This design comes from an exercise in tuning for small area and few clock cycles per item on the open sky130 flow, not from production work. In this exercise RTL edits were held to simulation tests only and were not proved equivalent to the original. Power is estimated from default activity; no workload was simulated.

Setup of wip/umber:
==> module LCD_CTRL, before the edit <==
module LCD_CTRL(clk, reset, datain, cmd, cmd_valid, dataout, output_valid, busy);
input           clk;
input           reset;
input   [7:0]   datain;
input   [2:0]   cmd;
input           cmd_valid;
output  [7:0]   dataout;
output          output_valid;
output reg      busy;
reg        ov;           
reg        ld;           
reg  [3:0] pa;           
reg  [3:0] pb;           
reg  [3:0] x;            
reg  [2:0] y;            
reg        fit;          
reg  [3:0] i;            
reg  [8:0] ra;           
reg  [5:0] hb;           
assign output_valid = ov;
wire wt = busy & ~ov & ~ld;      
reg [863:0] q;           
always @(posedge clk)
  q <= {(ld ? datain : q[7:0]), q[863:8]};
reg [7:0] pix;
reg [7:0] colpix;
integer ia, ih;
always @(*) begin
  pix = 8'd0;
  for (ih = 0; ih < 6; ih = ih + 1) begin
    colpix = 8'd0;
    for (ia = 0; ia < 9; ia = ia + 1)
      colpix = colpix | ({8{ra[ia]}} & q[96*ia + 16*ih +: 8]);
    pix = pix | ({8{hb[ih]}} & colpix);
  end
end
assign dataout = pix;
wire accept = cmd_valid & ~busy;
wire cload = (cmd == 3'd0);
wire c_r = (cmd == 3'd3), c_l = (cmd == 3'd4), c_u = (cmd == 3'd5), c_d = (cmd == 3'd6);
wire xinc = c_r & (x != 4'd8), xdec = c_l & (x != 4'd0);
wire yinc = c_d & (y != 3'd5), ydec = c_u & (y != 3'd0);
wire tofit = ~(c_r | c_l | c_u | c_d | (cmd == 3'd1));
wire nfit = tofit | (fit & (cmd != 3'd1));
wire [3:0] xs = x + {xdec, xdec, xdec, xinc | xdec};
wire [2:0] ys = y + {ydec, ydec, ydec | yinc};
wire [3:0] nx = (fit | tofit) ? 4'd4 : xs;
wire [2:0] ny = (fit | tofit) ? 3'd3 : ys;
wire [3:0] r0 = nfit ? 4'd1 : {1'b0, ny};
wire [3:0] c0 = nfit ? 4'd1 : nx;
wire [4:0] nb = {1'b0, c0} - {1'b0, pb} - 5'd1;
wire [3:0] b0 = nb[4] ? nb[3:0] + 4'd12 : nb[3:0];
wire [4:0] na = {1'b0, r0} - {1'b0, pa} - {4'd0, nb[4]};
wire [3:0] a0 = na[4] ? na[3:0] + 4'd9 : na[3:0];
wire rowch = (i[1:0] == 2'd3);
wire hstep = fit | rowch;
wire [5:0] hn = fit ? {hb[4:0], hb[5]} : {hb[1:0], hb[5:2]};
wire hc = fit ? hb[5] : ~(hb[0] | hb[1]);
wire a1 = hstep & (hc ^ (fit & rowch));
wire a2 = fit & rowch & hc;
wire ph_end = (pa == 4'd8) && (pb == 4'd11);
always @(posedge clk or posedge reset) begin
  if (reset) begin
    busy <= 1'b0;
    ov   <= 1'b0;
    ld   <= 1'b0;
  end else if (accept) begin
    busy <= 1'b1;
    ld   <= cload;
    ov   <= ~cload & ~b0[0];
  end else if (ld) begin
    ov <= pa[0] && (pb == 4'd2 || pb == 4'd5 || pb == 4'd8 || pb == 4'd11);
    if (ph_end) begin
      ld   <= 1'b0;
      busy <= 1'b0;
    end
  end else if (wt) begin
    ov <= 1'b1;
  end else if (ov) begin
    if (i == 4'd14) busy <= 1'b0;
    if (i == 4'd15) ov <= 1'b0;
  end
end
always @(posedge clk) begin
  if (accept && cload) begin
    pa <= 4'd0;
    pb <= 4'd0;
  end else if (pb == 4'd11) begin
    pb <= 4'd0;
    pa <= (pa == 4'd8) ? 4'd0 : pa + 4'd1;
  end else begin
    pb <= pb + 4'd1;
  end
  if (accept) begin
    i   <= 4'd0;
    fit <= nfit;
    x   <= nx;
    y   <= ny;
    ra  <= cload ? 9'b100000000 : 9'd1 << a0;
    hb  <= cload ? 6'b100000 : 6'd1 << b0[3:1];
  end else if (ov & ~ld) begin
    i <= i + 4'd1;
    if (hstep) hb <= hn;
    if (a1) ra <= {ra[7:0], ra[8]};
    else if (a2) ra <= {ra[6:0], ra[8:7]};
  end
end
endmodule
clock: 8.0 ns
lec_check: 0
cap_margin: 20
core_margin: 2
core_utilization: 60
cts_buf_list: sky130_fd_sc_hd__clkbuf_8
cts_cluster_diameter: 60
cts_cluster_size: 20
slew_margin: 20
run.sh (not shown) runs the stock make flow with config.mk's settings and CLKGATE_MAP_FILE= SYNTH_SCRIPT=/design/flow/synth_recipe.tcl, a recipe that flattens the netlist after the stock synthesis.
Testbench counts of wip/umber, summed over its fixed seeds: cycles 17,449, commands 768.
--- input diff wip/umber..wip/maple ---
--- a/flow/design.v
+++ b/flow/design.v
@@ -24,15 +24,15 @@
 always @(posedge clk)
   q <= {(ld ? datain : q[7:0]), q[863:8]};
 reg [7:0] pix;
-reg [7:0] colpix;
+reg [7:0] rowpix;
 integer ia, ih;
 always @(*) begin
   pix = 8'd0;
-  for (ih = 0; ih < 6; ih = ih + 1) begin
-    colpix = 8'd0;
-    for (ia = 0; ia < 9; ia = ia + 1)
-      colpix = colpix | ({8{ra[ia]}} & q[96*ia + 16*ih +: 8]);
-    pix = pix | ({8{hb[ih]}} & colpix);
+  for (ia = 0; ia < 9; ia = ia + 1) begin
+    rowpix = 8'd0;
+    for (ih = 0; ih < 6; ih = ih + 1)
+      rowpix = rowpix | ({8{hb[ih]}} & q[96*ia + 16*ih +: 8]);
+    pix = pix | ({8{ra[ia]}} & rowpix);
   end
 end
 assign dataout = pix;
[summary]
- wip/maple went all the way through synthesis, placement and routing and the layout is clean on timing, DRC and antenna.
- On clock-cell share of area, wip/maple and wip/umber are neck and neck.
- From wip/umber to wip/maple the numbers moved as follows: synthesized cell count now larger, detailed route wirelength on metal3 now smaller, non-clock buffer count now larger, total inserted antenna cells comparable.
- Delta (wip/maple minus wip/umber): sequential share of layout area now sits lower; global-route usage was more or less identical; clock network power share saw an increase.
Testbench counts of wip/maple, summed over its fixed seeds: cycles 17,449, commands 768.

-- separate check: timing with driven ports --
How much do the figures lean on ideal ports? The routed layouts below were timed once more, with nothing changed but the port constraints. Step 1, drivers: a clkbuf_16 drives clk and a buf_2 each remaining input, both assumed. Step 2, shift: input delay + t, output delay - t, t = (earliest + latest rising clock arrival at the registers) / 2. This alone moves slack from input paths to output paths. Slacks: ideal ports / drivers / drivers and shift; pairs: ideal ports / drivers.
| run | shift t [ns] | setup WS [ns] | hold slack, ns | slew at the worst register clock pin (ns) | worst slew at a driven data input, ns |
|---|---|---|---|---|---|
| wip/umber | 0.716 | 1.388 / 1.414 / 0.698 | 0.314 / 0.314 / 0.314 | 0.12 / 0.12 | 0.04 |
| wip/maple | 0.712 | 1.255 / 1.284 / 0.572 | 0.327 / 0.327 / 0.327 | 0.12 / 0.12 | 0.05 |
After both steps every run listed still meets setup and hold. The setup slack of wip/umber, which loses most, moves by +0.026 ns with the drivers and by -0.690 ns with both steps.
